What follows belongs to an exercise in optimizing a design on an open flow for small area; a production flow would make more cautious choices. Function was not checked in any run shown here: the RTL went through the layout flow alone. No activity file was given, so power comes from the tool's default toggle rates.

==> design.v <==
module xor_gate(
    input logic [7:0] A,
    input logic [7:0] B,
    output logic [7:0] Y
);
    assign Y = A^B;
endmodule
`timescale 1ns/1ps
module xor_encrypt(
        input logic clk,
        input logic valid_in,
        input logic [7:0] key,
        input logic [255:0] code,
        output logic [255:0] code_out,
        output logic valid_out
);
logic [255:0] d;    
logic [255:0] r;    
logic [7:0] p0;
logic [7:0] p1;
logic [7:0] bs2_3;
logic [7:0] p2;
logic [7:0] p3;
logic [7:0] p4;
logic [7:0] bs5_6;
logic [7:0] p5;
logic [7:0] p6;
logic [7:0] p7;
logic [7:0] bs8_9;
logic [7:0] p8;
logic [7:0] p9;
logic [7:0] bs10_11;
logic [7:0] p10;
logic [7:0] p11;
logic [7:0] bs12_13;
logic [7:0] p12;
logic [7:0] p13;
logic [7:0] bs14_15;
logic [7:0] p14;
logic [7:0] p15;
logic [7:0] bs16_17;
logic [7:0] p16;
logic [7:0] p17;
logic [7:0] bs18_19;
logic [7:0] p18;
logic [7:0] p19;
logic [7:0] bs20_21;
logic [7:0] bs22_23;
logic [7:0] bs24_25;
logic [7:0] bs26_27;
logic [7:0] bs28_29;
logic [7:0] bs30_31;
logic [7:0] q20;
logic [7:0] q21;
logic [7:0] q22;
logic [7:0] q23;
logic [7:0] q24;
logic [7:0] q25;
logic [7:0] q26;
logic [7:0] q27;
logic [7:0] q28;
logic [7:0] q29;
logic [7:0] q30;
logic [7:0] q31;
xor_gate u_p0 (.A(key), .B(code[7:0]), .Y(p0));
xor_gate u_p1 (.A(p0), .B(code[15:8]), .Y(p1));
xor_gate u_bs2_3 (.A(code[23:16]), .B(code[31:24]), .Y(bs2_3));
xor_gate u_p2 (.A(p1), .B(code[23:16]), .Y(p2));
xor_gate u_p3 (.A(p1), .B(bs2_3), .Y(p3));
xor_gate u_p4 (.A(p3), .B(code[39:32]), .Y(p4));
xor_gate u_bs5_6 (.A(code[47:40]), .B(code[55:48]), .Y(bs5_6));
xor_gate u_p5 (.A(p4), .B(code[47:40]), .Y(p5));
xor_gate u_p6 (.A(p4), .B(bs5_6), .Y(p6));
xor_gate u_p7 (.A(p6), .B(code[63:56]), .Y(p7));
xor_gate u_bs8_9 (.A(code[71:64]), .B(code[79:72]), .Y(bs8_9));
xor_gate u_p8 (.A(p7), .B(code[71:64]), .Y(p8));
xor_gate u_p9 (.A(p7), .B(bs8_9), .Y(p9));
xor_gate u_bs10_11 (.A(code[87:80]), .B(code[95:88]), .Y(bs10_11));
xor_gate u_p10 (.A(p9), .B(code[87:80]), .Y(p10));
xor_gate u_p11 (.A(p9), .B(bs10_11), .Y(p11));
xor_gate u_bs12_13 (.A(code[103:96]), .B(code[111:104]), .Y(bs12_13));
xor_gate u_p12 (.A(p11), .B(code[103:96]), .Y(p12));
xor_gate u_p13 (.A(p11), .B(bs12_13), .Y(p13));
xor_gate u_bs14_15 (.A(code[119:112]), .B(code[127:120]), .Y(bs14_15));
xor_gate u_p14 (.A(p13), .B(code[119:112]), .Y(p14));
xor_gate u_p15 (.A(p13), .B(bs14_15), .Y(p15));
xor_gate u_bs16_17 (.A(code[135:128]), .B(code[143:136]), .Y(bs16_17));
xor_gate u_p16 (.A(p15), .B(code[135:128]), .Y(p16));
xor_gate u_p17 (.A(p15), .B(bs16_17), .Y(p17));
xor_gate u_bs18_19 (.A(code[151:144]), .B(code[159:152]), .Y(bs18_19));
xor_gate u_p18 (.A(p17), .B(code[151:144]), .Y(p18));
xor_gate u_p19 (.A(p17), .B(bs18_19), .Y(p19));
xor_gate u_bs20_21 (.A(code[167:160]), .B(code[175:168]), .Y(bs20_21));
xor_gate u_bs22_23 (.A(code[183:176]), .B(code[191:184]), .Y(bs22_23));
xor_gate u_bs24_25 (.A(code[199:192]), .B(code[207:200]), .Y(bs24_25));
xor_gate u_bs26_27 (.A(code[215:208]), .B(code[223:216]), .Y(bs26_27));
xor_gate u_bs28_29 (.A(code[231:224]), .B(code[239:232]), .Y(bs28_29));
xor_gate u_bs30_31 (.A(code[247:240]), .B(code[255:248]), .Y(bs30_31));
xor_gate u_q20 (.A(r[159:152]), .B(r[167:160]), .Y(q20));
xor_gate u_q21 (.A(r[159:152]), .B(r[175:168]), .Y(q21));
xor_gate u_q22 (.A(q21), .B(r[183:176]), .Y(q22));
xor_gate u_q23 (.A(q21), .B(r[191:184]), .Y(q23));
xor_gate u_q24 (.A(q23), .B(r[199:192]), .Y(q24));
xor_gate u_q25 (.A(q23), .B(r[207:200]), .Y(q25));
xor_gate u_q26 (.A(q25), .B(r[215:208]), .Y(q26));
xor_gate u_q27 (.A(q25), .B(r[223:216]), .Y(q27));
xor_gate u_q28 (.A(q27), .B(r[231:224]), .Y(q28));
xor_gate u_q29 (.A(q27), .B(r[239:232]), .Y(q29));
xor_gate u_q30 (.A(q29), .B(r[247:240]), .Y(q30));
xor_gate u_q31 (.A(q29), .B(r[255:248]), .Y(q31));
assign d[7:0] = p0;
assign d[15:8] = p1;
assign d[23:16] = p2;
assign d[31:24] = p3;
assign d[39:32] = p4;
assign d[47:40] = p5;
assign d[55:48] = p6;
assign d[63:56] = p7;
assign d[71:64] = p8;
assign d[79:72] = p9;
assign d[87:80] = p10;
assign d[95:88] = p11;
assign d[103:96] = p12;
assign d[111:104] = p13;
assign d[119:112] = p14;
assign d[127:120] = p15;
assign d[135:128] = p16;
assign d[143:136] = p17;
assign d[151:144] = p18;
assign d[159:152] = p19;
assign d[167:160] = code[167:160];
assign d[175:168] = bs20_21;
assign d[183:176] = code[183:176];
assign d[191:184] = bs22_23;
assign d[199:192] = code[199:192];
assign d[207:200] = bs24_25;
assign d[215:208] = code[215:208];
assign d[223:216] = bs26_27;
assign d[231:224] = code[231:224];
assign d[239:232] = bs28_29;
assign d[247:240] = code[247:240];
assign d[255:248] = bs30_31;
always_ff @(posedge clk) begin
    valid_out <= valid_in;
end
always_ff @(posedge clk) begin
    if (valid_in) r <= d;
end
assign code_out[7:0] = r[7:0];
assign code_out[15:8] = r[15:8];
assign code_out[23:16] = r[23:16];
assign code_out[31:24] = r[31:24];
assign code_out[39:32] = r[39:32];
assign code_out[47:40] = r[47:40];
assign code_out[55:48] = r[55:48];
assign code_out[63:56] = r[63:56];
assign code_out[71:64] = r[71:64];
assign code_out[79:72] = r[79:72];
assign code_out[87:80] = r[87:80];
assign code_out[95:88] = r[95:88];
assign code_out[103:96] = r[103:96];
assign code_out[111:104] = r[111:104];
assign code_out[119:112] = r[119:112];
assign code_out[127:120] = r[127:120];
assign code_out[135:128] = r[135:128];
assign code_out[143:136] = r[143:136];
assign code_out[151:144] = r[151:144];
assign code_out[159:152] = r[159:152];
assign code_out[167:160] = q20;
assign code_out[175:168] = q21;
assign code_out[183:176] = q22;
assign code_out[191:184] = q23;
assign code_out[199:192] = q24;
assign code_out[207:200] = q25;
assign code_out[215:208] = q26;
assign code_out[223:216] = q27;
assign code_out[231:224] = q28;
assign code_out[239:232] = q29;
assign code_out[247:240] = q30;
assign code_out[255:248] = q31;
endmodule
==> flow/run.sh <==
#!/bin/bash
# Own layout flow: the standard flow (standard synthesis unchanged), with the port
# buffers that global placement inserts on every input and output made the smallest
# buffer, sky130_fd_sc_hd__buf_1, instead of the default pick. Everything else is as in
# the standard flow. make's full output goes to flow_make.log in this folder; ORFS
# writes each step's log under orfs/logs/.
set -euo pipefail
export BUFFER_PORTS_ARGS="-buffer_cell sky130_fd_sc_hd__buf_1"
bash standard.sh finish > flow_make.log 2>&1
test -f out/final.def
==> standard.sh <==
#!/bin/bash
# synth_recipe.tcl (not shown) runs the flow's synth.tcl, then flattens the netlist and writes it again
# the make line also repeats each setting of config.mk as NAME=value (left out here)
make -C /OpenROAD-flow-scripts/flow DESIGN_CONFIG=/design/flow/config.mk WORK_HOME=/design/flow/orfs CLKGATE_MAP_FILE= SYNTH_SCRIPT=/design/flow/synth_recipe.tcl "${@:-finish}"
==> config.mk <==
export PLATFORM = sky130hd
export DESIGN_NAME = xor_encrypt
export DESIGN_NICKNAME = xor_encrypt
export VERILOG_FILES = /design/flow/design.v
export SDC_FILE = /design/flow/constraint.sdc
export NUM_CORES = 4
export LEC_CHECK = 0
export CAP_MARGIN = 20
export CORE_MARGIN = 2
export CORE_UTILIZATION = 40
export CTS_BUF_LIST = sky130_fd_sc_hd__clkbuf_16
export CTS_CLUSTER_DIAMETER = 100
export CTS_CLUSTER_SIZE = 24
export SLEW_MARGIN = 20
export SYNTH_HIERARCHICAL = 1
export SYNTH_MINIMUM_KEEP_SIZE = 0
==> constraint.sdc <==
create_clock -name core_clock -period 4.0 [get_ports {clk}]
set_input_delay 0.8000 -clock core_clock [delete_from_list [all_inputs] [get_ports {clk}]]
set_output_delay 0.8000 -clock core_clock [all_outputs]
set_load 0.01 [all_outputs]
==> run_results.csv, run 1 <==
group,metric,value,unit
synthesis,synth_seq_area_share,63.53,%
critical_path,setup.worst_path.end_class,"flop",
synthesis,synthesis.nets,1051,
final_layout,seqCellArea,0.007707,sq mm
synthesis,ys_types,4,
critical_path,cp.buffers_inverters,1,
critical_path,cp_data_arrival_time,4.01,ns
synthesis,yosys-top-cells-count,"sky130_fd_sc_hd__xor2_1 (368), sky130_fd_sc_hd__edfxtp_1 (256), sky130_fd_sc_hd__buf_4 (160), sky130_fd_sc_hd__dfxtp_1 (1)",
critical_path,path_delay_family,"XOR/XNOR gates",
placement,globalplace.congestion,0.8121,
final_layout,area_growth_syn_to_fin,18.37,%
synthesis,synth_enable_flop_cells,256,
detailed_routing,avgRoutedWirePerCell,17.01,um
grt,grtUsageTotal,16.01,%
sta,setup_viol_count_final,0,
clock_network,cts_root_buf,"sky130_fd_sc_hd__clkbuf_16",
placement,port-buffer-count,522,
power,power.ir.vdd_worst,0.3372,mV
detailed_routing,routed.top_layer,"met5",
synthesis,synth_most_common_cell,"sky130_fd_sc_hd__xor2_1",
grt,antenna_found_initial,2,
detailed_routing,routedLengthMet1,9.253,mm
critical_path,crit_chain,"buf_1 -> xor2_1 -> xor2_1 -> xor2_1 -> xor2_1 -> xor2_1 -> xor2_1 -> xor2_1 -> xor2_1 -> xor2_2 -> xor2_2 -> xor2_2 -> xor2_1",
synthesis,post_synth_instance_area,0.01213,sq mm
clock_network,cts_max_path_buffers,3,
floorplanning,coreArea,0.02972,sq mm
detailed_routing,met3_wirelength,2.975,mm
detailed_routing,drt-vias-per-instance,4.217,
floorplanning,die_h,178.2,um
synthesis,syn_inst,785,
synthesis,number_of_warnings_issued_by_yosys,7,
sta,worst-slew-pin-transition,0.7089,ns
critical_path,max_stage_delay,0.35,ns
grt,wire_length_of_the_first_global_routing_pass,38.22,mm
job,maxCapViolCount,0,
floorplanning,effective_utilization_at_floorplan,40.82,%
clock_network,cts.clk_slew.worst_paths,0.10,ns
power,powerDensity,704.3,mW/mm^2
grt,first_global_vias,6783,
critical_path,crit_slowest_cell,"sky130_fd_sc_hd__xor2_1",
detailed_routing,drc,0,
clock_network,cts_inserted_buffers,14,
floorplanning,fp-row-count,63,
final_layout,layout-drive-gt1-share,7.359,%
sta,period_minus_slack,3.779,ns
final_layout,fin_nets,1484,
sta,maxSlewViolCount,0,
detailed_routing,route.antenna.remaining_nets,0,
synthesis,area_share_of_the_leading_cell_type_in_the_synthesized_netlist,63.37,%
floorplanning,die_area,0.03174,sq mm
power,power_leakage,5.221,nW
final_layout,post-route-cell-area,0.01436,sq mm
sta,timing.hold.ws,0.5303,ns
detailed_routing,drt_iter0_drc,270,
sta,final_count_of_hold_timing_violations,0,
clock_network,h-tree-depth,1,
detailed_routing,met2_wirelength,14.64,mm
synthesis,netlist_top_cells_area,"sky130_fd_sc_hd__edfxtp_1 (63%), sky130_fd_sc_hd__xor2_1 (27%), sky130_fd_sc_hd__buf_4 (9.9%)",
critical_path,cp.required,4.23,ns
sta,max_slew_margin,52.74,%
synthesis,ys_ff_latch,257,
grt,grt_start_max_net_pins,67,
worst_hold_path,holdCritPathClass,"in -> reg",
final_layout,final.fill_count,2746,
floorplanning,io_pins,523,
sta,max_freq,0.2646,GHz
clock_network,cts_tree,"yes",
detailed_routing,detailroute.via_count,6806,
floorplanning,horizontal_extent_of_the_die,178.2,um
synthesis,synth_top_cell_by_area,"sky130_fd_sc_hd__edfxtp_1",
synthesis,dominantRegCellSynth,"sky130_fd_sc_hd__edfxtp_1",
run_status,status,"timing/DRC/antenna clean",
final_layout,multi_input_comb_area,0.003358,sq mm
placement,hpwl,22.26,mm
clock_network,cts.sinks,257,
critical_path,critical_path.max_fanout,3,
grt,grt-ovfl-total,0,
synthesis,post_synth.cell_area_avg,15.45,sq um
detailed_routing,drt-total-wl,27.45,mm
critical_path,start_kind,"primary input",
detailed_routing,detail_route.first_pass.iterations,4,
critical_path,timing.setup.critical_path_class,"in -> reg",
sta,grt_setup_unrepaired,"false",
critical_path,critical_path.most_common_cell,"sky130_fd_sc_hd__xor2_1",
sta,final_min_period_over_clock_period,94.47,%
synthesis,ys_async_sr_fraction,0,%
placement,dpl-instance-area,0.01382,sq mm
clock_network,cts-hold-fix-buffers,0,
==> Yosys stat by module (local to each module, per instance) <==
module       area (sq um)  times used  flip-flops and latches
xor_encrypt          8909           1                     257
xor_gate            70.07          46                       0
==> layout by cell type, fill, tap and decap left out, drive strengths merged <==
| cell type | Yosys | routed |
|---|---|---|
| buf | 160 | 576 |
| xor2 | 368 | 368 |
| edfxtp | 256 | 256 |
| clkbuf | 0 | 16 |
| inv | 0 | 6 |
| diode | 0 | 1 |
| dfxtp | 1 | 1 |
==> per-stage QoR <==
stage	std cells	setup WS, ns	util, %	total power [mW]	setup TNS (ns)
global placement	1592	-0.2646	46.50	8.619	-1.669
finish	1614	0.2210	48.32	10.11	0
floorplan	785	0.02463	-	7.275	0
global route	1613	0.0004885	48.31	10.82	0
CTS	1613	0.002483	47.91	10.21	0
detailed placement	1592	-0.4073	46.50	8.672	-4.427
==> cell families (layout without fill, tap and decap cells) <==
| family | count (synthesis) | after routing | synth area share, % |
|---|---|---|---|
| xor+xnor | 368 | 368 | 26.57 |
| buf+inv | 160 | 598 | 9.901 |
| flops | 257 | 257 | 63.53 |
| other cells | 0 | 1 | 0 |
==> routing by layer <==
layer  track usage, %  up-vias
met5                0        -
met4            4.337        2
met3            6.138       35
met2            30.47      299
met1            16.14     3149
li1                 -     3321
==> state kept, by name, indices dropped and copies added, names as in the netlist <==
name / cells
r: 256
valid_out: 1
==> worst paths after layout <==
path	from	endpoint	slack (ns)	depth (start not counted)
hold / removal	code[226]	r[226]	0.53	1
setup / recovery	code[1]	r[153]	0.22	13
==> final cells by class <==
| class | instances | area share [%] |
|---|---|---|
| Sequential cell | 257 | 53.67 |
| Antenna cell | 1 | 0.01743 |
| Timing Repair Buffer | 577 | 16.72 |
| Clock buffer | 15 | 2.614 |
| Clock inverter | 6 | 0.1917 |
| Multi-Input combinational cell | 368 | 23.39 |
| Tap cell | 390 | 3.398 |
==> report_power, final <==
group          total [mW]  switching (mW)  internal (mW)
clock network        1.52           0.832          0.684
registers            4.20           0.259           3.95
logic                4.39            2.78           1.62
total                10.1            3.87           6.25
==> what timing repair did <==
action / 4_1_cts / 5_1_grt
endpoints found under the hold margin: 0 / 0
gates resized for setup: 2 / 16
setup endpoints to repair: 4 / 17
setup buffers: 0 / 0
==> run 2, diff against run 1 <==
--- a/flow/run.sh
+++ b/flow/run.sh
@@ -6,5 +6,6 @@
 # writes each step's log under orfs/logs/.
 set -euo pipefail
 export BUFFER_PORTS_ARGS="-buffer_cell sky130_fd_sc_hd__buf_1"
+export RECOVER_POWER=100
 bash standard.sh finish > flow_make.log 2>&1
 test -f out/final.def
==> run_results.csv, run 2 <==
group,metric,value,unit
synthesis,synth_top_cell_by_area,"sky130_fd_sc_hd__edfxtp_1",
synthesis,post_synth_instance_area,0.01213,sq mm
power,power.ir.vdd_worst,0.3364,mV
power,power.share.sequential,41.8,%
final_layout,fin_nets,1484,
final_layout,biggestRegsByFlops,"r x256, valid_out x1",
detailed_routing,route.antenna.remaining_nets,0,
power,p_sw,3.865,mW
synthesis,netlist_top_cells_area,"sky130_fd_sc_hd__edfxtp_1 (63%), sky130_fd_sc_hd__xor2_1 (27%), sky130_fd_sc_hd__buf_4 (9.9%)",
clock_network,cts_max_path_buffers,3,
worst_hold_path,holdCritPathClass,"in -> reg",
sta,period_minus_slack,3.761,ns
synthesis,area_share_of_the_leading_cell_type_in_the_synthesized_netlist,63.37,%
synthesis,ys_ff_latch,257,
sta,worst-slew-pin-transition,2.681,ns
floorplanning,io_pins,523,
sta,max_freq,0.2659,GHz
detailed_routing,detail_route.first_pass.iterations,5,
floorplanning,horizontal_extent_of_the_die,178.2,um
synthesis,syn_inst,785,
power,intPower,6.199,mW
detailed_routing,drt_iter0_drc,268,
final_layout,final_common_cell,"sky130_fd_sc_hd__buf_1",
clock_network,cts_root_buf,"sky130_fd_sc_hd__clkbuf_16",
detailed_routing,drc,0,
sta,setup_viol_count_final,0,
grt,grtUsageTotal,16.01,%
power,power.clock.fraction,15.1,%
run_status,status,"failed layout checks",
critical_path,crit_chain,"xor2_2 -> xor2_2 -> xor2_1 -> xor2_2 -> xor2_1 -> xor2_1 -> buf_1",
detailed_routing,drt-total-wl,27.40,mm
grt,first_global_vias,6783,
floorplanning,effective_utilization_at_floorplan,40.82,%
final_layout,max_ffs_per_register,256,
detailed_routing,avgRoutedWirePerCell,16.98,um
clock_network,cts.sinks,257,
sta,max_slew_margin,-78.72,%
critical_path,crit_slowest_cell,"sky130_fd_sc_hd__edfxtp_1",
critical_path,max_stage_delay,0.50,ns
clock_network,post_cts_buffers,0,
final_layout,layout.cells.most_common_list,"sky130_fd_sc_hd__buf_1 (521), sky130_fd_sc_hd__xor2_1 (350), sky130_fd_sc_hd__edfxtp_1 (256)",
synthesis,ys_types,4,
detailed_routing,drt-vias-per-instance,4.219,
sta,maxSlewViolCount,46,
power,powerDensity,704.9,mW/mm^2
final_layout,largest_register,"r",
grt,grt-ovfl-total,0,
synthesis,ys_async_sr_fraction,0,%
sta,final_min_period_over_clock_period,94.02,%
job,maxCapViolCount,1,
placement,port-buffer-count,522,
critical_path,critical_path.max_fanout,3,
floorplanning,die_area,0.03174,sq mm
floorplanning,die_h,178.2,um
synthesis,dominantRegCellSynth,"sky130_fd_sc_hd__edfxtp_1",
grt,grt_start_max_net_pins,67,
floorplanning,fp-row-count,63,
clock_network,cts_tree,"yes",
floorplanning,coreArea,0.02972,sq mm
detailed_routing,detailroute.via_count,6809,
power,finalPower,10.06,mW
critical_path,start_kind,"flop",
power,p_comb_share,43.1,%
critical_path,cp_data_arrival_time,2.96,ns
placement,globalplace.congestion,0.8121,
power,power_leakage,5.151,nW
placement,hpwl,22.26,mm
grt,antenna_found_initial,2,
synthesis,number_of_warnings_issued_by_yosys,7,
clock_network,cts-hold-fix-buffers,0,
power,switching_share,38.40,%
sta,grt_setup_unrepaired,"false",
sta,final_count_of_hold_timing_violations,0,
synthesis,yosys-top-cells-count,"sky130_fd_sc_hd__xor2_1 (368), sky130_fd_sc_hd__edfxtp_1 (256), sky130_fd_sc_hd__buf_4 (160), sky130_fd_sc_hd__dfxtp_1 (1)",
synthesis,post_synth.cell_area_avg,15.45,sq um
synthesis,synthesis.nets,1051,
clock_network,cts_inserted_buffers,14,
synthesis,synth_most_common_cell,"sky130_fd_sc_hd__xor2_1",
final_layout,area_growth_syn_to_fin,17.68,%
critical_path,timing.setup.critical_path_class,"reg -> out",
clock_network,cts.clk_slew.worst_paths,0.10,ns
run_status,check-failures,"capacitance limit, slew limit",
sta,final.setup.tns,0,ns
critical_path,setup.worst_path.end_class,"output port",
synthesis,synth_seq_area_share,63.53,%
final_layout,layout-drive-gt1-share,5.969,%
grt,wire_length_of_the_first_global_routing_pass,38.22,mm
synthesis,synth_enable_flop_cells,256,
clock_network,h-tree-depth,1,
critical_path,cp.required,3.20,ns
## run 2: cell counts after synthesis
No cell type changed its count.
## run 2: final cells by class
cell class                      instances  area, sq um
Sequential cell                       257         7707
Tap cell                              390        488.0
Clock inverter                          6        27.53
Clock buffer                           15        375.4
Fill cell                            2764        15440
Timing Repair Buffer                  577         2317
Multi-Input combinational cell        368         3358
Antenna cell                            1        2.502
## run 2: layer usage
| metal | track usage (%) | vias to the layer above | share of wire, % |
|---|---|---|---|
| li1 | - | 3322 | - |
| met5 | 0 | - | 0.047 |
| met2 | 30.47 | 295 | 53 |
| met1 | 16.14 | 3153 | 34 |
| met4 | 4.337 | 2 | 2.1 |
| met3 | 6.138 | 37 | 11 |
## run 2: logic make-up after synthesis
logic type and synth area share, %:
xor+xnor 26.57, flops 63.53, buf+inv 9.901
## run 2: worst paths after layout
path | to | from | slack (ns) | depth (start not counted)
setup / recovery | code_out[252] | r[156] | 0.24 | 7
hold / removal | r[226] | code[226] | 0.53 | 1
## run 2: per-stage QoR
| stage | hold WS (ns) | instance area, sq um | setup WS [ns] | utilization (%) | cells |
|---|---|---|---|---|---|
| 6_report | 0.5292 | 14280 | 0.2393 | 48.04 | 1614 |
| 5_1_grt | 0.5060 | 14270 | 0.0004989 | 48.03 | 1613 |
| 4_1_cts | 0.5045 | 14240 | 0.002483 | 47.91 | 1613 |
| 3_5_place_dp | 1.027 | 13820 | -0.4073 | 46.50 | 1592 |
| 3_3_place_gp | 1.023 | 13820 | -0.2646 | 46.50 | 1592 |
| 2_1_floorplan | 0.8277 | 12130 | 0.02463 | - | 785 |
## run 2: Yosys stat by module (local to each module, per instance)
module / times used / cells inside / flops+latches / area [sq um]
xor_encrypt: 1 / 417 / 257 / 8909
xor_gate: 46 / 8 / 0 / 70.07
## run 2: what timing repair did
action | in CTS | in global routing
endpoints found under the setup margin | 4 | 17
resized for setup | 2 | 16
hold endpoints to repair | 0 | 0
## run 2: worst max-delay path: cells and delay by family, from the launching register on
kind                   cells  cell delay [ns]
flip-flops                 1             0.50
XOR/XNOR                   6             1.80
buffers and inverters      1             0.17
## run 2: power groups by stage
stage                     sequential (mW)  clock, mW  combinational, mW
final                                4.20       1.52               4.34
after global routing                 4.28       1.68               4.82
after CTS                            4.21       1.58               4.42
after detailed placement             4.27          0               4.41
after global placement               4.25          0               4.37
after floorplan                      4.17          0               3.10
==> run 3, diff against run 2 <==
--- a/flow/run.sh
+++ b/flow/run.sh
@@ -6,6 +6,6 @@
 # writes each step's log under orfs/logs/.
 set -euo pipefail
 export BUFFER_PORTS_ARGS="-buffer_cell sky130_fd_sc_hd__buf_1"
-export RECOVER_POWER=100
+export PRE_GLOBAL_PLACE_TCL="$PWD/flow/pre_gpl.tcl"
 bash standard.sh finish > flow_make.log 2>&1
 test -f out/final.def
==> flow/pre_gpl.tcl (new file) <==
remove_buffers
--- a/config.mk
+++ b/config.mk
@@ -11,6 +11,7 @@
 export CTS_BUF_LIST = sky130_fd_sc_hd__clkbuf_16
 export CTS_CLUSTER_DIAMETER = 100
 export CTS_CLUSTER_SIZE = 24
+export GPL_TIMING_DRIVEN = 0
 export SLEW_MARGIN = 20
 export SYNTH_HIERARCHICAL = 1
 export SYNTH_MINIMUM_KEEP_SIZE = 0
==> run_results.csv, run 3 <==
group,metric,value,unit
power,power.clock.fraction,15.0,%
critical_path,setup.worst_path.end_class,"flop",
critical_path,cp.required,4.24,ns
grt,first_global_vias,6808,
synthesis,post_synth.cell_area_avg,15.45,sq um
power,finalPower,10.02,mW
final_layout,final.fill_count,2704,
final_layout,stdcell_count,1578,
grt,antenna_found_initial,2,
grt,grtUsageTotal,15.93,%
synthesis,synth_most_common_cell,"sky130_fd_sc_hd__xor2_1",
synthesis,yosys-top-cells-count,"sky130_fd_sc_hd__xor2_1 (368), sky130_fd_sc_hd__edfxtp_1 (256), sky130_fd_sc_hd__buf_4 (160), sky130_fd_sc_hd__dfxtp_1 (1)",
synthesis,ys_types,4,
run_status,status,"timing/DRC/antenna clean",
final_layout,layout-drive-gt1-share,9.267,%
clock_network,cts_tree,"yes",
grt,grt.busiest_layer,"met2",
detailed_routing,route.antenna.remaining_nets,0,
final_layout,area_growth_syn_to_fin,20.56,%
power,power.share.sequential,41.7,%
critical_path,critical_path.max_fanout,3,
critical_path,crit_chain,"buf_1 -> xor2_2 -> xor2_2 -> xor2_1 -> xor2_1 -> xor2_1 -> xor2_2 -> xor2_2 -> xor2_2 -> xor2_2 -> xor2_2 -> xor2_2 -> buf_4 -> xor2_1",
sta,max_freq,0.2642,GHz
sta,final_min_period_over_clock_period,94.63,%
sta,timing.hold.ws,0.5313,ns
synthesis,synth_top_cell_by_area,"sky130_fd_sc_hd__edfxtp_1",
floorplanning,coreArea,0.02972,sq mm
sta,setup_slack,0.2149,ns
final_layout,final_core_util,49.21,%
sta,final.setup.tns,0,ns
grt,wire_length_of_the_first_global_routing_pass,37.96,mm
power,power_leakage,5.163,nW
floorplanning,die_h,178.2,um
detailed_routing,drt-vias-per-instance,4.278,
sta,final_count_of_hold_timing_violations,0,
sta,setup_viol_count_final,0,
synthesis,dominantRegCellSynth,"sky130_fd_sc_hd__edfxtp_1",
final_layout,max_ffs_per_register,256,
clock_network,cts.clk_slew.worst_paths,0.09,ns
clock_network,cts_max_path_buffers,3,
detailed_routing,detail_route.first_pass.iterations,4,
worst_hold_path,holdCritPathClass,"in -> reg",
placement,dpl.cell_count,1546,
synthesis,synth_enable_flop_cells,256,
synthesis,area_share_of_the_leading_cell_type_in_the_synthesized_netlist,63.37,%
detailed_routing,drc,0,
final_layout,biggestRegsByFlops,"r x256, valid_out x1",
power,powerDensity,685.3,mW/mm^2
synthesis,synth_seq_area_share,63.53,%
power,switching_share,39.05,%
sta,grt_setup_unrepaired,"true",
detailed_routing,drt_iter0_drc,285,
job,maxCapViolCount,0,
power,p_sw,3.914,mW
critical_path,start_kind,"primary input",
floorplanning,horizontal_extent_of_the_die,178.2,um
final_layout,post-route-cell-area,0.01463,sq mm
placement,port-buffer-count,522,
power,power.ir.vdd_worst,0.3369,mV
detailed_routing,avgRoutedWirePerCell,16.97,um
final_layout,seqCellArea,0.007707,sq mm
grt,groute.layer.met1.usage,16.18,%
synthesis,netlist_top_cells_area,"sky130_fd_sc_hd__edfxtp_1 (63%), sky130_fd_sc_hd__xor2_1 (27%), sky130_fd_sc_hd__buf_4 (9.9%)",
worst_hold_path,timing.hold.worst.start,"code[244]",
final_layout,largest_register,"r",
final_layout,layout.cells.most_common_list,"sky130_fd_sc_hd__buf_1 (521), sky130_fd_sc_hd__xor2_1 (295), sky130_fd_sc_hd__edfxtp_1 (256)",
grt,grt_start_max_net_pins,36,
synthesis,post_synth_instance_area,0.01213,sq mm
final_layout,multi_input_comb_area,0.003782,sq mm
synthesis,synthesis.nets,1051,
clock_network,cts-hold-fix-buffers,0,
clock_network,cts_root_buf,"sky130_fd_sc_hd__clkbuf_16",
floorplanning,io_pins,523,
critical_path,cp_data_arrival_time,4.03,ns
synthesis,syn_inst,785,
clock_network,cts.sinks,257,
critical_path,crit_slowest_cell,"sky130_fd_sc_hd__xor2_1",
critical_path,max_stage_delay,0.31,ns
power,intPower,6.109,mW
final_layout,fin_nets,1449,
sta,maxSlewViolCount,0,
placement,dpl-instance-area,0.01358,sq mm
floorplanning,fp-row-count,63,
floorplanning,effective_utilization_at_floorplan,40.82,%
synthesis,ys_async_sr_fraction,0,%
sta,max_slew_margin,61.28,%
synthesis,ys_ff_latch,257,
sta,worst-slew-pin-transition,0.5808,ns
placement,globalplace.congestion,0.7955,
sta,period_minus_slack,3.785,ns
power,p_comb_share,43.3,%
critical_path,timing.setup.critical_path_class,"in -> reg",
grt,grt-ovfl-total,0,
critical_path,critPathLaunch,"code[5]",
clock_network,h-tree-depth,1,
floorplanning,die_area,0.03174,sq mm
detailed_routing,drt-total-wl,26.77,mm
synthesis,number_of_warnings_issued_by_yosys,7,
grt,use_met2,30.43,%
placement,pre_cts_slack,-1.034,ns
detailed_routing,detailroute.via_count,6751,
placement,hpwl,21.95,mm
critical_path,critical_path.most_common_cell,"sky130_fd_sc_hd__xor2_2",
final_layout,final_common_cell,"sky130_fd_sc_hd__buf_1",
grt,gr-usage-met3,5.563,%
clock_network,cts_inserted_buffers,14,
run 3: area by class of cell:
type / count / area share (%)
multi-input cells: 368 / 25.86
clock inverters: 5 / 0.1625
repair buffers: 542 / 15.36
flip-flops and latches: 257 / 52.70
diodes: 1 / 0.01711
clock buffers: 15 / 2.567
well taps: 390 / 3.336
run 3: power by group through the flow:
stage                     logic [mW]  clock network [mW]  registers [mW]
after global placement          4.04                   0            4.27
after detailed placement        4.09                   0            4.24
after global routing            4.80                1.67            4.26
after CTS                       4.26                1.57            4.18
after floorplan                 3.10                   0            4.17
final                           4.34                1.51            4.18
run 3: worst max-delay path: cells and delay by family:
family,cells,cell delay [ns]
xor+xnor,12,2.92
buf+inv,2,0.29
run 3: cells by family (layout without fill, tap and decap cells):
logic type | Yosys count | in the layout | share of synthesized area, %
xor+xnor | 368 | 368 | 26.57
other cells | 0 | 1 | 0
flops | 257 | 257 | 63.53
buf+inv | 160 | 562 | 9.901
run 3: repair_timing:
item,CTS,global route
setup buffers,4,7
endpoints found under the setup margin,26,36
resized for setup,32,42
pin swaps,3,6
run 3: final timing paths:
check | endpoint | cells after the start
max | r[157] | 14
min | r[244] | 1
run 3: per-layer routing:
| metal | vias to the layer above | routed length [um] |
|---|---|---|
| met1 | 3192 | 8752 |
| met2 | 321 | 14500 |
| met3 | 33 | 2875 |
| met5 | - | 13 |
| met4 | 2 | 633 |
| li1 | 3203 | - |
run 3: modules after synthesis, one instance, submodules excluded:
| module | copies in the design | flip-flops and latches | cell area, sq um | cells inside |
|---|---|---|---|---|
| xor_encrypt | 1 | 257 | 8909 | 417 |
| xor_gate | 46 | 0 | 70.07 | 8 |
==> run 4, diff against run 3 <==
==> flow/pre_gpl.tcl (replaced) <==
set_clock_latency 0.48 [all_clocks]
--- a/config.mk
+++ b/config.mk
@@ -11,7 +11,6 @@
 export CTS_BUF_LIST = sky130_fd_sc_hd__clkbuf_16
 export CTS_CLUSTER_DIAMETER = 100
 export CTS_CLUSTER_SIZE = 24
-export GPL_TIMING_DRIVEN = 0
 export SLEW_MARGIN = 20
 export SYNTH_HIERARCHICAL = 1
 export SYNTH_MINIMUM_KEEP_SIZE = 0
==> run_results.csv, run 4 <==
group,metric,value,unit
synthesis,ys_async_sr_fraction,0,%
critical_path,critical_path.most_common_cell,"sky130_fd_sc_hd__xor2_1",
synthesis,synthesis.nets,1051,
sta,period_minus_slack,3.814,ns
clock_network,cts.clk_slew.worst_paths,0.09,ns
synthesis,ys_ff_latch,257,
detailed_routing,drt_iter0_drc,279,
clock_network,cts_max_path_buffers,3,
worst_hold_path,min_delay_worst_endpoint,"r[164]",
synthesis,post_synth_instance_area,0.01213,sq mm
power,finalPower,10.10,mW
critical_path,crit_slowest_cell,"sky130_fd_sc_hd__edfxtp_1",
floorplanning,io_pins,523,
final_layout,area_growth_syn_to_fin,18.35,%
final_layout,layout.cells.most_common_list,"sky130_fd_sc_hd__buf_1 (521), sky130_fd_sc_hd__xor2_1 (356), sky130_fd_sc_hd__edfxtp_1 (256)",
synthesis,ys_types,4,
critical_path,start_kind,"flop",
synthesis,post_synth.cell_area_avg,15.45,sq um
grt,wire_length_of_the_first_global_routing_pass,37.93,mm
worst_hold_path,timing.hold.worst.start,"code[164]",
synthesis,number_of_warnings_issued_by_yosys,7,
power,powerDensity,703.1,mW/mm^2
placement,dpl.cell_count,1594,
grt,antenna_found_initial,2,
detailed_routing,route.antenna.remaining_nets,0,
worst_hold_path,min_delay_path_depth,1,
synthesis,area_share_of_the_leading_cell_type_in_the_synthesized_netlist,63.37,%
sta,grt_setup_unrepaired,"false",
critical_path,max_stage_delay,0.47,ns
sta,max_slew_margin,35.41,%
grt,use_met2,30.02,%
grt,groute.layer.met1.usage,16.28,%
job,maxCapViolCount,0,
floorplanning,die_area,0.03174,sq mm
detailed_routing,detailroute.via_count,6763,
floorplanning,fp-row-count,63,
power,power.ir.vdd_worst,0.3771,mV
final_layout,final.fill_count,2731,
sta,max_freq,0.2622,GHz
sta,final_min_period_over_clock_period,95.34,%
final_layout,fin_nets,1486,
detailed_routing,drt-vias-per-instance,4.180,
synthesis,synth_seq_area_share,63.53,%
placement,port-buffer-count,522,
final_layout,multi_input_comb_area,0.003324,sq mm
final_layout,largest_register,"r",
critical_path,timing.setup.critical_path_class,"reg -> out",
grt,first_global_vias,6733,
sta,worst-slew-pin-transition,0.9689,ns
final_layout,biggestRegsByFlops,"r x256, valid_out x1",
critical_path,crit_chain,"xor2_1 -> xor2_2 -> xor2_1 -> xor2_1 -> xor2_1 -> xor2_1 -> buf_1",
synthesis,dominantRegCellSynth,"sky130_fd_sc_hd__edfxtp_1",
critical_path,critical_path.max_fanout,3,
final_layout,seqCellArea,0.007707,sq mm
detailed_routing,drc,0,
clock_network,cts_root_buf,"sky130_fd_sc_hd__clkbuf_16",
grt,grt_start_max_net_pins,60,
sta,setup_viol_count_final,0,
critical_path,cp_data_arrival_time,3.01,ns
floorplanning,coreArea,0.02972,sq mm
synthesis,yosys-top-cells-count,"sky130_fd_sc_hd__xor2_1 (368), sky130_fd_sc_hd__edfxtp_1 (256), sky130_fd_sc_hd__buf_4 (160), sky130_fd_sc_hd__dfxtp_1 (1)",
sta,final_count_of_hold_timing_violations,0,
placement,hpwl,22.23,mm
clock_network,h-tree-depth,1,
synthesis,synth_enable_flop_cells,256,
grt,grt.busiest_layer,"met2",
synthesis,netlist_top_cells_area,"sky130_fd_sc_hd__edfxtp_1 (63%), sky130_fd_sc_hd__xor2_1 (27%), sky130_fd_sc_hd__buf_4 (9.9%)",
final_layout,final_common_cell,"sky130_fd_sc_hd__buf_1",
power,power_leakage,5.233,nW
clock_network,cts.sinks,257,
worst_hold_path,holdCritPathClass,"in -> reg",
detailed_routing,detail_route.first_pass.iterations,4,
grt,grt-ovfl-total,0,
clock_network,cts-hold-fix-buffers,0,
synthesis,synth_top_cell_by_area,"sky130_fd_sc_hd__edfxtp_1",
placement,dpl-instance-area,0.01385,sq mm
clock_network,cts_tree,"yes",
run_status,status,"timing/DRC/antenna clean",
placement,globalplace.congestion,0.8077,
synthesis,syn_inst,785,
final_layout,stdcell_count,1618,
grt,grtUsageTotal,15.92,%
detailed_routing,avgRoutedWirePerCell,16.88,um
final_layout,max_ffs_per_register,256,
floorplanning,die_h,178.2,um
grt,gr-usage-met3,5.904,%
critical_path,cp.required,3.20,ns
detailed_routing,drt-total-wl,27.31,mm
critical_path,setup.worst_path.end_class,"output port",
clock_network,cts_inserted_buffers,14,
synthesis,synth_most_common_cell,"sky130_fd_sc_hd__xor2_1",
sta,final.setup.tns,0,ns
floorplanning,effective_utilization_at_floorplan,40.82,%
floorplanning,horizontal_extent_of_the_die,178.2,um
sta,maxSlewViolCount,0,
final_layout,post-route-cell-area,0.01436,sq mm
final_layout,layout-drive-gt1-share,7.096,%
run 4: cell counts after synthesis:
No cell type changed its count.
run 4: area by class of cell:
| class | count | area share (%) |
|---|---|---|
| timing repair buffer | 579 | 16.92 |
| clock inverter | 7 | 0.2004 |
| sequential | 257 | 53.68 |
| clock buffer | 15 | 2.614 |
| antenna | 2 | 0.03486 |
| tap | 390 | 3.399 |
| multi-input combinational | 368 | 23.15 |
run 4: critical path, delay by kind of cell (launching register included):
kind	cells	cell delay (ns)
XOR/XNOR	6	1.88
flip-flops	1	0.47
buffers and inverters	1	0.17
run 4: cells by family after synthesis:
family | Yosys count | synth area share, %
XOR/XNOR | 368 | 26.57
buffers and inverters | 160 | 9.901
flip-flops | 257 | 63.53
run 4: stage by stage:
step	setup WS, ns	utilization (%)	hold WS (ns)
6_report	0.1863	48.31	0.5333
5_1_grt	0.006946	48.30	0.5066
4_1_cts	0.02046	47.98	0.4998
3_5_place_dp	-0.4440	46.60	1.027
3_3_place_gp	-0.2700	46.60	1.023
2_1_floorplan	0.02463	-	0.8277
run 4: repair_timing:
action                     CTS  global route
hold endpoints to repair     0             0
resized for setup            1            12
setup buffers                0             0
setup endpoints to repair    2            13
pin swaps                    0             0
run 4: how the worst max path moves through the flow:
stage	slack, ns	to	start
CTS	0.02	code_out[252]	r[156]
detailed placement	-0.44	r[145]	code[1]
floorplan	0.02	r[144]	code[0]
global placement	-0.27	r[145]	code[1]
finish	0.19	code_out[252]	r[156]
global route	0.007	r[151]	code[7]
run 4: metal layers:
layer	up-vias	wire [um]
li1	3335	-
met1	3092	9274
met2	303	14600
met3	33	2891
met4	0	548
met5	-	0
run 4: report_power, final:
group,switching [mW],internal [mW]
Sequential,0.252,3.94
Combinational,2.76,1.62
Clock,0.832,0.683
run 4: per-module statistics from Yosys (local to each module, per instance):
module,copies in the design,flip-flops and latches,cells,area [sq um]
xor_encrypt,1,257,417,8909
xor_gate,46,0,8,70.07
==> run 5, diff against run 4 <==
--- a/design.v
+++ b/design.v
@@ -17,31 +17,32 @@
 logic [255:0] d;    
 logic [255:0] r;    
 logic [7:0] p0;
+logic [7:0] bs1_2;
 logic [7:0] p1;
-logic [7:0] bs2_3;
 logic [7:0] p2;
+logic [7:0] bs3_4;
 logic [7:0] p3;
 logic [7:0] p4;
 logic [7:0] bs5_6;
 logic [7:0] p5;
 logic [7:0] p6;
+logic [7:0] bs7_8;
 logic [7:0] p7;
-logic [7:0] bs8_9;
 logic [7:0] p8;
+logic [7:0] bs9_10;
 logic [7:0] p9;
-logic [7:0] bs10_11;
 logic [7:0] p10;
+logic [7:0] bs11_12;
 logic [7:0] p11;
-logic [7:0] bs12_13;
 logic [7:0] p12;
+logic [7:0] bs13_14;
 logic [7:0] p13;
-logic [7:0] bs14_15;
 logic [7:0] p14;
+logic [7:0] bs15_16;
 logic [7:0] p15;
-logic [7:0] bs16_17;
 logic [7:0] p16;
+logic [7:0] bs17_18;
 logic [7:0] p17;
-logic [7:0] bs18_19;
 logic [7:0] p18;
 logic [7:0] p19;
 logic [7:0] bs20_21;
@@ -63,33 +64,34 @@
 logic [7:0] q30;
 logic [7:0] q31;
 xor_gate u_p0 (.A(key), .B(code[7:0]), .Y(p0));
+xor_gate u_bs1_2 (.A(code[15:8]), .B(code[23:16]), .Y(bs1_2));
 xor_gate u_p1 (.A(p0), .B(code[15:8]), .Y(p1));
-xor_gate u_bs2_3 (.A(code[23:16]), .B(code[31:24]), .Y(bs2_3));
-xor_gate u_p2 (.A(p1), .B(code[23:16]), .Y(p2));
-xor_gate u_p3 (.A(p1), .B(bs2_3), .Y(p3));
-xor_gate u_p4 (.A(p3), .B(code[39:32]), .Y(p4));
+xor_gate u_p2 (.A(p0), .B(bs1_2), .Y(p2));
+xor_gate u_bs3_4 (.A(code[31:24]), .B(code[39:32]), .Y(bs3_4));
+xor_gate u_p3 (.A(p2), .B(code[31:24]), .Y(p3));
+xor_gate u_p4 (.A(p2), .B(bs3_4), .Y(p4));
 xor_gate u_bs5_6 (.A(code[47:40]), .B(code[55:48]), .Y(bs5_6));
 xor_gate u_p5 (.A(p4), .B(code[47:40]), .Y(p5));
 xor_gate u_p6 (.A(p4), .B(bs5_6), .Y(p6));
+xor_gate u_bs7_8 (.A(code[63:56]), .B(code[71:64]), .Y(bs7_8));
 xor_gate u_p7 (.A(p6), .B(code[63:56]), .Y(p7));
-xor_gate u_bs8_9 (.A(code[71:64]), .B(code[79:72]), .Y(bs8_9));
-xor_gate u_p8 (.A(p7), .B(code[71:64]), .Y(p8));
-xor_gate u_p9 (.A(p7), .B(bs8_9), .Y(p9));
-xor_gate u_bs10_11 (.A(code[87:80]), .B(code[95:88]), .Y(bs10_11));
-xor_gate u_p10 (.A(p9), .B(code[87:80]), .Y(p10));
-xor_gate u_p11 (.A(p9), .B(bs10_11), .Y(p11));
-xor_gate u_bs12_13 (.A(code[103:96]), .B(code[111:104]), .Y(bs12_13));
-xor_gate u_p12 (.A(p11), .B(code[103:96]), .Y(p12));
-xor_gate u_p13 (.A(p11), .B(bs12_13), .Y(p13));
-xor_gate u_bs14_15 (.A(code[119:112]), .B(code[127:120]), .Y(bs14_15));
-xor_gate u_p14 (.A(p13), .B(code[119:112]), .Y(p14));
-xor_gate u_p15 (.A(p13), .B(bs14_15), .Y(p15));
-xor_gate u_bs16_17 (.A(code[135:128]), .B(code[143:136]), .Y(bs16_17));
-xor_gate u_p16 (.A(p15), .B(code[135:128]), .Y(p16));
-xor_gate u_p17 (.A(p15), .B(bs16_17), .Y(p17));
-xor_gate u_bs18_19 (.A(code[151:144]), .B(code[159:152]), .Y(bs18_19));
-xor_gate u_p18 (.A(p17), .B(code[151:144]), .Y(p18));
-xor_gate u_p19 (.A(p17), .B(bs18_19), .Y(p19));
+xor_gate u_p8 (.A(p6), .B(bs7_8), .Y(p8));
+xor_gate u_bs9_10 (.A(code[79:72]), .B(code[87:80]), .Y(bs9_10));
+xor_gate u_p9 (.A(p8), .B(code[79:72]), .Y(p9));
+xor_gate u_p10 (.A(p8), .B(bs9_10), .Y(p10));
+xor_gate u_bs11_12 (.A(code[95:88]), .B(code[103:96]), .Y(bs11_12));
+xor_gate u_p11 (.A(p10), .B(code[95:88]), .Y(p11));
+xor_gate u_p12 (.A(p10), .B(bs11_12), .Y(p12));
+xor_gate u_bs13_14 (.A(code[111:104]), .B(code[119:112]), .Y(bs13_14));
+xor_gate u_p13 (.A(p12), .B(code[111:104]), .Y(p13));
+xor_gate u_p14 (.A(p12), .B(bs13_14), .Y(p14));
+xor_gate u_bs15_16 (.A(code[127:120]), .B(code[135:128]), .Y(bs15_16));
+xor_gate u_p15 (.A(p14), .B(code[127:120]), .Y(p15));
+xor_gate u_p16 (.A(p14), .B(bs15_16), .Y(p16));
+xor_gate u_bs17_18 (.A(code[143:136]), .B(code[151:144]), .Y(bs17_18));
+xor_gate u_p17 (.A(p16), .B(code[143:136]), .Y(p17));
+xor_gate u_p18 (.A(p16), .B(bs17_18), .Y(p18));
+xor_gate u_p19 (.A(p18), .B(code[159:152]), .Y(p19));
 xor_gate u_bs20_21 (.A(code[167:160]), .B(code[175:168]), .Y(bs20_21));
 xor_gate u_bs22_23 (.A(code[183:176]), .B(code[191:184]), .Y(bs22_23));
 xor_gate u_bs24_25 (.A(code[199:192]), .B(code[207:200]), .Y(bs24_25));
--- a/flow/run.sh
+++ b/flow/run.sh
@@ -6,6 +6,5 @@
 # writes each step's log under orfs/logs/.
 set -euo pipefail
 export BUFFER_PORTS_ARGS="-buffer_cell sky130_fd_sc_hd__buf_1"
-export PRE_GLOBAL_PLACE_TCL="$PWD/flow/pre_gpl.tcl"
 bash standard.sh finish > flow_make.log 2>&1
 test -f out/final.def
removed: flow/pre_gpl.tcl
==> run_results.csv, run 5 <==
group,metric,value,unit
clock_network,cts-resized-gates,0,
final_layout,seqCellArea,0.007707,sq mm
power,power.ir.vdd_worst,0.3668,mV
final_layout,biggestRegsByFlops,"r x256, valid_out x1",
synthesis,post_synth.cell_area_avg,15.39,sq um
power,p_sw,3.933,mW
detailed_routing,drt-vias-per-instance,4.286,
detailed_routing,drt-total-wl,28.86,mm
final_layout,fin_nets,1497,
power,p_comb_share,43.6,%
final_layout,final_core_util,48.22,%
placement,port-buffer-count,522,
critical_path,timing.setup.critical_path_class,"reg -> out",
clock_network,cts_root_buf,"sky130_fd_sc_hd__clkbuf_16",
final_layout,final.fill_count,2811,
synthesis,dominantRegCellSynth,"sky130_fd_sc_hd__edfxtp_1",
sta,final_count_of_hold_timing_violations,0,
critical_path,critical_path.max_fanout,3,
grt,first_global_vias,6950,
power,power_leakage,5.264,nW
sta,worst-slew-pin-transition,0.8218,ns
critical_path,critPathLaunch,"r[153]",
synthesis,number_of_warnings_issued_by_yosys,7,
final_layout,stdcell_count,1627,
placement,hpwl,23.43,mm
power,power.clock.fraction,15.1,%
synthesis,ys_types,4,
floorplanning,fp-row-count,63,
floorplanning,effective_utilization_at_floorplan,40.84,%
grt,grt-ovfl-total,0,
final_layout,final_common_cell,"sky130_fd_sc_hd__buf_1",
sta,final_min_period_over_clock_period,94.67,%
power,intPower,6.239,mW
sta,setup_slack,0.2131,ns
synthesis,post_synth_instance_area,0.01220,sq mm
synthesis,netlist_top_cells_area,"sky130_fd_sc_hd__edfxtp_1 (63%), sky130_fd_sc_hd__xor2_1 (27%), sky130_fd_sc_hd__buf_4 (9.8%)",
clock_network,cts_inserted_buffers,14,
sta,final.setup.tns,0,ns
sta,period_minus_slack,3.787,ns
detailed_routing,detailroute.via_count,6974,
critical_path,cp.required,3.20,ns
power,finalPower,10.17,mW
detailed_routing,avgRoutedWirePerCell,17.74,um
final_layout,max_ffs_per_register,256,
clock_network,cts.clk_slew.worst_paths,0.10,ns
sta,maxSlewViolCount,0,
detailed_routing,detail_route.first_pass.iterations,4,
power,powerDensity,706.1,mW/mm^2
sta,max_freq,0.2641,GHz
critical_path,setup.worst_path.end_class,"output port",
clock_network,cts.sinks,257,
power,power.share.sequential,41.3,%
placement,pre_cts_slack,-0.3111,ns
detailed_routing,route.antenna.remaining_nets,0,
floorplanning,die_h,178.7,um
floorplanning,coreArea,0.02987,sq mm
run_status,status,"timing/DRC/antenna clean",
clock_network,cts_max_path_buffers,3,
grt,grt_start_max_net_pins,59,
clock_network,cts_tree,"yes",
synthesis,synth_enable_flop_cells,256,
synthesis,synth_most_common_cell,"sky130_fd_sc_hd__xor2_1",
clock_network,h-tree-depth,1,
synthesis,ys_ff_latch,257,
final_layout,multi_input_comb_area,0.003368,sq mm
job,maxCapViolCount,0,
final_layout,area_growth_syn_to_fin,18.07,%
grt,grtUsageTotal,16.83,%
synthesis,synth_seq_area_share,63.17,%
synthesis,synthesis.nets,1059,
detailed_routing,drt_iter0_drc,306,
grt,antenna_found_initial,1,
placement,globalplace.congestion,0.8155,
critical_path,cp_data_arrival_time,2.99,ns
worst_hold_path,holdCritPathClass,"in -> reg",
synthesis,yosys-top-cells-count,"sky130_fd_sc_hd__xor2_1 (376), sky130_fd_sc_hd__edfxtp_1 (256), sky130_fd_sc_hd__buf_4 (160), sky130_fd_sc_hd__dfxtp_1 (1)",
sta,setup_viol_count_final,0,
synthesis,ys_async_sr_fraction,0,%
critical_path,start_kind,"flop",
detailed_routing,drc,0,
clock_network,post_cts_buffers,0,
floorplanning,horizontal_extent_of_the_die,178.7,um
power,switching_share,38.67,%
floorplanning,die_area,0.03192,sq mm
synthesis,area_share_of_the_leading_cell_type_in_the_synthesized_netlist,63.00,%
grt,wire_length_of_the_first_global_routing_pass,40.18,mm
synthesis,syn_inst,793,
final_layout,layout.cells.most_common_list,"sky130_fd_sc_hd__buf_1 (521), sky130_fd_sc_hd__xor2_1 (366), sky130_fd_sc_hd__edfxtp_1 (256)",
final_layout,layout-drive-gt1-share,7.039,%
synthesis,synth_top_cell_by_area,"sky130_fd_sc_hd__edfxtp_1",
clock_network,cts-hold-fix-buffers,0,
final_layout,largest_register,"r",
sta,max_slew_margin,45.21,%
floorplanning,io_pins,523,
placement,dpl.cell_count,1605,
worst_hold_path,timing.hold.worst.start,"code[226]",
[run 5: path summary, 6_finish.rpt]
check | to | slack (ns) | cells after the start
worst max-delay path | code_out[241] | 0.21 | 7
worst min-delay path | r[226] | 0.53 | 1
[run 5: worst max-delay path, stage by stage (launching register included)]
cell                       delay (ns)
sky130_fd_sc_hd__edfxtp_1        0.47
sky130_fd_sc_hd__xor2_1          0.38
sky130_fd_sc_hd__xor2_2          0.26
sky130_fd_sc_hd__xor2_1          0.34
sky130_fd_sc_hd__xor2_1          0.33
sky130_fd_sc_hd__xor2_1          0.35
sky130_fd_sc_hd__xor2_1          0.18
sky130_fd_sc_hd__buf_1           0.19
[run 5: layout make-up]
type | count | share of cell area (%)
flip-flops and latches | 257 | 53.50
diodes | 1 | 0.01737
clock buffers | 15 | 2.606
multi-input cells | 376 | 23.38
repair buffers | 582 | 16.93
clock inverters | 6 | 0.1824
well taps | 390 | 3.387
[run 5: metrics by stage]
| stage | instance area [sq um] | hold WS, ns |
|---|---|---|
| floorplan | 12200 | 0.8277 |
| global placement | 13930 | 1.024 |
| detailed placement | 13930 | 1.026 |
| CTS | 14330 | 0.5055 |
| global route | 14410 | 0.5125 |
| finish | 14410 | 0.5332 |
[run 5: logic make-up after synthesis]
group     count (synthesis)  share of synthesized area, %
buf+inv                 160                         9.844
xor+xnor                376                         26.99
flops                   257                         63.17
[run 5: per-layer routing]
metal	wire length [um]	vias to the layer above	part of all wire (%)	track usage (%)
met2	15540	255	54	31.24
met1	10740	3331	37	19.27
met4	418	0	1.4	3.794
met3	2166	27	7.5	4.474
li1	-	3361	-	-
met5	0	-	0	0
[run 5: power groups by stage]
stage,registers [mW],clock network (mW),logic [mW]
floorplan,4.17,0,3.11
global placement,4.24,0,4.44
detailed placement,4.26,0,4.48
CTS,4.20,1.59,4.49
global route,4.27,1.68,4.92
finish,4.20,1.53,4.44
[run 5: modules after synthesis, one instance, submodules excluded]
module | cell area, sq um | copies in the design | flops+latches
xor_encrypt | 8909 | 1 | 257
xor_gate | 70.07 | 47 | 0
==> run 6, diff against run 5 <==
--- a/flow/run.sh
+++ b/flow/run.sh
@@ -6,5 +6,6 @@
 # writes each step's log under orfs/logs/.
 set -euo pipefail
 export BUFFER_PORTS_ARGS="-buffer_cell sky130_fd_sc_hd__buf_1"
+export PRE_GLOBAL_PLACE_TCL="$PWD/flow/pre_gpl.tcl"
 bash standard.sh finish > flow_make.log 2>&1
 test -f out/final.def
==> flow/pre_gpl.tcl (new file) <==
remove_buffers
--- a/config.mk
+++ b/config.mk
@@ -11,6 +11,7 @@
 export CTS_BUF_LIST = sky130_fd_sc_hd__clkbuf_16
 export CTS_CLUSTER_DIAMETER = 100
 export CTS_CLUSTER_SIZE = 24
+export GPL_TIMING_DRIVEN = 0
 export SLEW_MARGIN = 20
 export SYNTH_HIERARCHICAL = 1
 export SYNTH_MINIMUM_KEEP_SIZE = 0
==> run_results.csv, run 6 <==
group,metric,value,unit
synthesis,synth_enable_flop_cells,256,
final_layout,biggestRegsByFlops,"r x256, valid_out x1",
detailed_routing,avgRoutedWirePerCell,17.83,um
synthesis,synth_most_common_cell,"sky130_fd_sc_hd__xor2_1",
grt,grt_start_max_net_pins,36,
synthesis,netlist_top_cells_area,"sky130_fd_sc_hd__edfxtp_1 (63%), sky130_fd_sc_hd__xor2_1 (27%), sky130_fd_sc_hd__buf_4 (9.8%)",
final_layout,stdcell_count,1576,
final_layout,post-route-cell-area,0.01441,sq mm
final_layout,area_growth_syn_to_fin,18.11,%
critical_path,setup.worst_path.end_class,"flop",
detailed_routing,drt-vias-per-instance,4.302,
clock_network,cts_tree,"yes",
synthesis,combinational_family_with_the_most_area_after_synthesis,"XOR/XNOR gates",
synthesis,synthesis.nets,1059,
synthesis,post_synth.cell_area_avg,15.39,sq um
run_status,status,"timing/DRC/antenna clean",
critical_path,destination_of_the_critical_timing_path,"r[152]",
detailed_routing,drt_iter0_drc,306,
placement,port-buffer-count,522,
floorplanning,die_h,178.7,um
synthesis,synth_simple_gate_area_share,0,%
floorplanning,coreArea,0.02987,sq mm
grt,first_global_vias,6661,
final_layout,max_ffs_per_register,256,
final_layout,final_common_cell,"sky130_fd_sc_hd__buf_1",
grt,grtUsageTotal,16.12,%
critical_path,start_kind,"primary input",
detailed_routing,detail_route.first_pass.iterations,4,
synthesis,synth_compound_area_share,0,%
placement,dpl.cell_count,1553,
sta,setup_viol_count_final,0,
final_layout,layout.cells.most_common_list,"sky130_fd_sc_hd__buf_1 (521), sky130_fd_sc_hd__xor2_1 (326), sky130_fd_sc_hd__edfxtp_1 (256)",
clock_network,post_cts_buffers,0,
final_layout,final.fill_count,2749,
detailed_routing,drt-total-wl,28.10,mm
grt,antenna_found_initial,2,
floorplanning,die_area,0.03192,sq mm
synthesis,post_synth_instance_area,0.01220,sq mm
critical_path,critPathLaunch,"code[8]",
synthesis,post_synth_mux_area_share,0,%
synthesis,dominantRegCellSynth,"sky130_fd_sc_hd__edfxtp_1",
critical_path,cp.required,4.23,ns
power,power.ir.vdd_worst,0.3568,mV
synthesis,number_of_warnings_issued_by_yosys,7,
job,maxCapViolCount,0,
sta,max_freq,0.2592,GHz
critical_path,critical_path.max_fanout,3,
clock_network,h-tree-depth,1,
final_layout,fin_nets,1445,
synthesis,synth_seq_area_share,63.17,%
synthesis,ys_types,4,
worst_hold_path,holdCritPathClass,"in -> reg",
sta,final_min_period_over_clock_period,96.43,%
sta,timing.hold.ws,0.5291,ns
synthesis,synthAdderAreaFrac,0,%
clock_network,cts_max_path_buffers,3,
sta,worst-slew-pin-transition,0.6277,ns
grt,grt-ovfl-total,0,
synthesis,synth-xor-area-share,26.99,%
clock_network,cts.clk_slew.worst_paths,0.10,ns
sta,max_slew_margin,58.15,%
final_layout,largest_register,"r",
critical_path,cp_data_arrival_time,4.09,ns
synthesis,ys_ff_latch,257,
placement,globalplace.congestion,0.7989,
synthesis,syn_inst,793,
placement,hpwl,22.93,mm
detailed_routing,detailroute.via_count,6780,
sta,maxSlewViolCount,0,
sta,final_count_of_hold_timing_violations,0,
floorplanning,effective_utilization_at_floorplan,40.84,%
floorplanning,io_pins,523,
final_layout,final_core_util,48.24,%
synthesis,yosys-top-cells-count,"sky130_fd_sc_hd__xor2_1 (376), sky130_fd_sc_hd__edfxtp_1 (256), sky130_fd_sc_hd__buf_4 (160), sky130_fd_sc_hd__dfxtp_1 (1)",
floorplanning,horizontal_extent_of_the_die,178.7,um
clock_network,cts_inserted_buffers,14,
synthesis,ys_async_sr_fraction,0,%
critical_path,timing.setup.critical_path_class,"in -> reg",
synthesis,area_share_of_the_leading_cell_type_in_the_synthesized_netlist,63.00,%
power,powerDensity,686.0,mW/mm^2
placement,dpl-instance-area,0.01362,sq mm
sta,period_minus_slack,3.857,ns
clock_network,cts.sinks,257,
final_layout,layout-drive-gt1-share,6.334,%
detailed_routing,drc,0,
power,power_leakage,5.103,nW
floorplanning,fp-row-count,63,
clock_network,cts-resized-gates,11,
synthesis,synth_top_cell_by_area,"sky130_fd_sc_hd__edfxtp_1",
clock_network,cts-hold-fix-buffers,0,
detailed_routing,route.antenna.remaining_nets,0,
power,finalPower,9.886,mW
grt,wire_length_of_the_first_global_routing_pass,38.45,mm
clock_network,cts_root_buf,"sky130_fd_sc_hd__clkbuf_16",
==> run 6: cell counts after synthesis <==
Identical to the previous run, type by type.
==> run 6: Yosys stat by module, one instance, submodules excluded <==
| module | copies in the design | cell area [sq um] | cells |
|---|---|---|---|
| xor_gate | 47 | 70.07 | 8 |
| xor_encrypt | 1 | 8909 | 417 |
==> run 6: where the power goes <==
| part | internal, mW | switching (mW) |
|---|---|---|
| Sequential | 3.94 | 0.241 |
| Clock | 0.684 | 0.845 |
| Combinational | 1.35 | 2.82 |
| Total | 5.98 | 3.90 |
==> run 6: per-layer routing <==
layer	track usage, %	vias to the layer above	routed length, um
met5	0	-	0
met4	4.302	0	596
met3	4.665	29	2487
met2	29.91	278	15050
met1	17.97	3239	9968
li1	-	3234	-
==> run 6: kinds of logic (layout without fill, tap and decap cells) <==
group	count (synthesis)	after routing
other cells	0	2
buf+inv	160	551
flops	257	257
xor+xnor	376	376
==> run 6: cell type report <==
class / instances / area, sq um / share of cell area [%]
clock inverters: 6 / 27.53 / 0.1910
diodes: 2 / 5.005 / 0.03473
clock buffers: 15 / 375.4 / 2.605
flip-flops and latches: 257 / 7707 / 53.48
well taps: 390 / 488.0 / 3.386
repair buffers: 530 / 2128 / 14.77
multi-input cells: 376 / 3680 / 25.53
==> run 6: worst min-delay path by stage <==
| stage | slack (ns) | cells past startpoint | start | to |
|---|---|---|---|---|
| after floorplan | 0.83 | 0 | valid_in | valid_out |
| after global placement | 1.02 | 1 | code[198] | r[198] |
| after detailed placement | 1.03 | 1 | code[227] | r[227] |
| after CTS | 0.50 | 1 | code[198] | r[198] |
| after global routing | 0.51 | 1 | code[196] | r[196] |
| final | 0.53 | 1 | code[213] | r[213] |
==> run 6: per-stage QoR <==
step                setup slack (ns)  setup TNS (ns)
floorplan                     0.1695               0
global placement              -7.794        -1917.42
detailed placement           -0.7510          -12.24
CTS                         0.005115               0
global route                -0.01560        -0.01560
finish                        0.1426               0
==> run 6: critical path, stage by stage <==
cell                     delay (ns)
sky130_fd_sc_hd__buf_1         0.13
sky130_fd_sc_hd__xor2_1        0.26
sky130_fd_sc_hd__xor2_2        0.29
sky130_fd_sc_hd__xor2_2        0.29
sky130_fd_sc_hd__xor2_2        0.24
sky130_fd_sc_hd__xor2_1        0.35
sky130_fd_sc_hd__xor2_1        0.32
sky130_fd_sc_hd__xor2_1        0.32
sky130_fd_sc_hd__xor2_1        0.36
sky130_fd_sc_hd__xor2_1        0.31
sky130_fd_sc_hd__xor2_1        0.28
sky130_fd_sc_hd__xor2_1        0.12
==> run 7, diff against run 6 <==
==> flow/pre_gpl.tcl (replaced) <==
set_clock_latency 0.48 [all_clocks]
--- a/config.mk
+++ b/config.mk
@@ -11,7 +11,6 @@
 export CTS_BUF_LIST = sky130_fd_sc_hd__clkbuf_16
 export CTS_CLUSTER_DIAMETER = 100
 export CTS_CLUSTER_SIZE = 24
-export GPL_TIMING_DRIVEN = 0
 export SLEW_MARGIN = 20
 export SYNTH_HIERARCHICAL = 1
 export SYNTH_MINIMUM_KEEP_SIZE = 0
==> run_results.csv, run 7 <==
group,metric,value,unit
synthesis,ys_types,4,
final_layout,fin_nets,1499,
critical_path,max_stage_delay,0.46,ns
final_layout,layout.cells.most_common_list,"sky130_fd_sc_hd__buf_1 (521), sky130_fd_sc_hd__xor2_1 (365), sky130_fd_sc_hd__edfxtp_1 (256)",
synthesis,post_synth_instance_area,0.01220,sq mm
synthesis,synth_top_cell_by_area,"sky130_fd_sc_hd__edfxtp_1",
final_layout,seqCellArea,0.007707,sq mm
final_layout,layout-drive-gt1-share,7.287,%
placement,globalplace.congestion,0.8220,
synthesis,post_synth.cell_area_avg,15.39,sq um
run_status,status,"timing/DRC/antenna clean",
synthesis,ys_ff_latch,257,
critical_path,crit_slowest_cell,"sky130_fd_sc_hd__edfxtp_1",
power,powerDensity,708.7,mW/mm^2
detailed_routing,drt-vias-per-instance,4.323,
sta,maxSlewViolCount,0,
grt,grtUsageTotal,16.92,%
floorplanning,die_area,0.03192,sq mm
job,maxCapViolCount,0,
synthesis,ys_async_sr_fraction,0,%
clock_network,cts_root_buf,"sky130_fd_sc_hd__clkbuf_16",
final_layout,final_core_util,48.34,%
synthesis,dominantRegCellSynth,"sky130_fd_sc_hd__edfxtp_1",
floorplanning,die_h,178.7,um
floorplanning,horizontal_extent_of_the_die,178.7,um
critical_path,cp_data_arrival_time,3.01,ns
worst_hold_path,min_delay_path_depth,1,
clock_network,post_cts_buffers,0,
clock_network,cts.sinks,257,
detailed_routing,detail_route.first_pass.iterations,4,
critical_path,critical_path.max_fanout,3,
clock_network,cts_tree,"yes",
final_layout,largest_register,"r",
worst_hold_path,holdCritPathClass,"in -> reg",
detailed_routing,drt-total-wl,29.08,mm
detailed_routing,avgRoutedWirePerCell,17.87,um
floorplanning,coreArea,0.02987,sq mm
critical_path,cp.required,3.20,ns
synthesis,synth_seq_area_share,63.17,%
synthesis,syn_inst,793,
placement,dpl-instance-area,0.01394,sq mm
synthesis,netlist_top_cells_area,"sky130_fd_sc_hd__edfxtp_1 (63%), sky130_fd_sc_hd__xor2_1 (27%), sky130_fd_sc_hd__buf_4 (9.8%)",
synthesis,synth_enable_flop_cells,256,
sta,max_slew_margin,36.89,%
sta,final_count_of_hold_timing_violations,0,
placement,port-buffer-count,522,
floorplanning,io_pins,523,
clock_network,h-tree-depth,1,
synthesis,number_of_warnings_issued_by_yosys,7,
critical_path,path_delay_family,"XOR/XNOR gates",
grt,antenna_found_initial,2,
critical_path,critical_path.most_common_cell,"sky130_fd_sc_hd__xor2_1",
synthesis,yosys-top-cells-count,"sky130_fd_sc_hd__xor2_1 (376), sky130_fd_sc_hd__edfxtp_1 (256), sky130_fd_sc_hd__buf_4 (160), sky130_fd_sc_hd__dfxtp_1 (1)",
floorplanning,effective_utilization_at_floorplan,40.84,%
final_layout,max_ffs_per_register,256,
clock_network,cts_inserted_buffers,14,
grt,grt_start_max_net_pins,61,
sta,max_freq,0.2626,GHz
critical_path,start_kind,"flop",
sta,setup_viol_count_final,0,
floorplanning,fp-row-count,63,
synthesis,area_share_of_the_leading_cell_type_in_the_synthesized_netlist,63.00,%
power,power_leakage,5.270,nW
clock_network,cts.clk_slew.worst_paths,0.10,ns
final_layout,final.fill_count,2799,
clock_network,cts_max_path_buffers,3,
placement,hpwl,23.82,mm
final_layout,biggestRegsByFlops,"r x256, valid_out x1",
grt,grt-ovfl-total,0,
final_layout,multi_input_comb_area,0.003376,sq mm
synthesis,synthesis.nets,1059,
run 7: changes by cell type in the layout (fill, tap and decap cells not counted), sizes merged:
cell / change
buf: +53
bufinv: +1
clkbuf: +1
inv: -4
run 7: cells by family after synthesis:
kind of cell	synth area share, %
xor gates and xnor gates	26.99
buffers and inverters	9.844
DFF	63.17
run 7: area by class of cell:
type / instances / area share (%)
antenna: 2 / 0.03465
clock buffer: 15 / 2.599
clock inverter: 3 / 0.2599
multi-input combinational: 376 / 23.37
sequential: 257 / 53.37
tap: 390 / 3.379
timing repair buffer: 584 / 16.99
run 7: power breakdown:
part / internal (mW) / leakage (nW) / switching, mW
clock network: 0.742 / 0.206 / 0.839
registers: 3.95 / 2.51 / 0.255
logic: 1.61 / 2.55 / 2.84
run 7: per-stage QoR:
stage                     hold WS (ns)  worst slack [ns]
after global placement           1.023           -0.1723
after detailed placement         1.027           -0.3941
after floorplan                 0.8277            0.1695
after CTS                       0.5075           0.07547
final                           0.5313            0.1924
after global routing            0.5141          0.004824
run 7: metal layers:
metal  vias up  global-route usage [%]  wire length, um
li1       3364                       -                -
met1      3383                   19.51            10730
met2       268                   31.31            15620
met3        19                   4.326             2365
met4         0                   3.997              361
met5         -                       0                0
run 7: worst paths after layout:
check | to | start | slack [ns]
max | code_out[250] | r[154] | 0.19
min | r[211] | code[211] | 0.53
run 7: timing repair:
item                                   CTS  global route
endpoints found under the hold margin    0             0
setup endpoints to repair                0             9
gates resized for setup                  0            11
run 7: Yosys stat by module, one instance, submodules excluded:
module	cells inside	flops+latches	times used
xor_encrypt	417	257	1
xor_gate	8	0	47

[port drivers added, routing unchanged]
In the flow no input, the clock included, has a driving cell. The finished layouts below were timed again as built, in two steps. Step 1 assumes that a clkbuf_16 drives the clock port and a buf_2 every other input. Step 2 also shifts input and output timing later by t, the mid clock arrival at the registers, as if the neighbouring blocks saw the same clock. Slacks: no drivers / after step 1 / after step 2; pairs: no drivers / after step 1.
run | t (ns) | setup WS [ns]
run 1 | 0.527 | 0.221 / 0.198 / -0.280
run 2 | 0.528 | 0.239 / 0.191 / -0.249
run 3 | 0.529 | 0.215 / 0.197 / -0.321
run 4 | 0.529 | 0.186 / 0.138 / -0.215
run 5 | 0.530 | 0.213 / 0.164 / -0.283
run 6 | 0.532 | 0.143 / 0.170 / -0.362
run 7 | 0.532 | 0.192 / 0.142 / -0.170
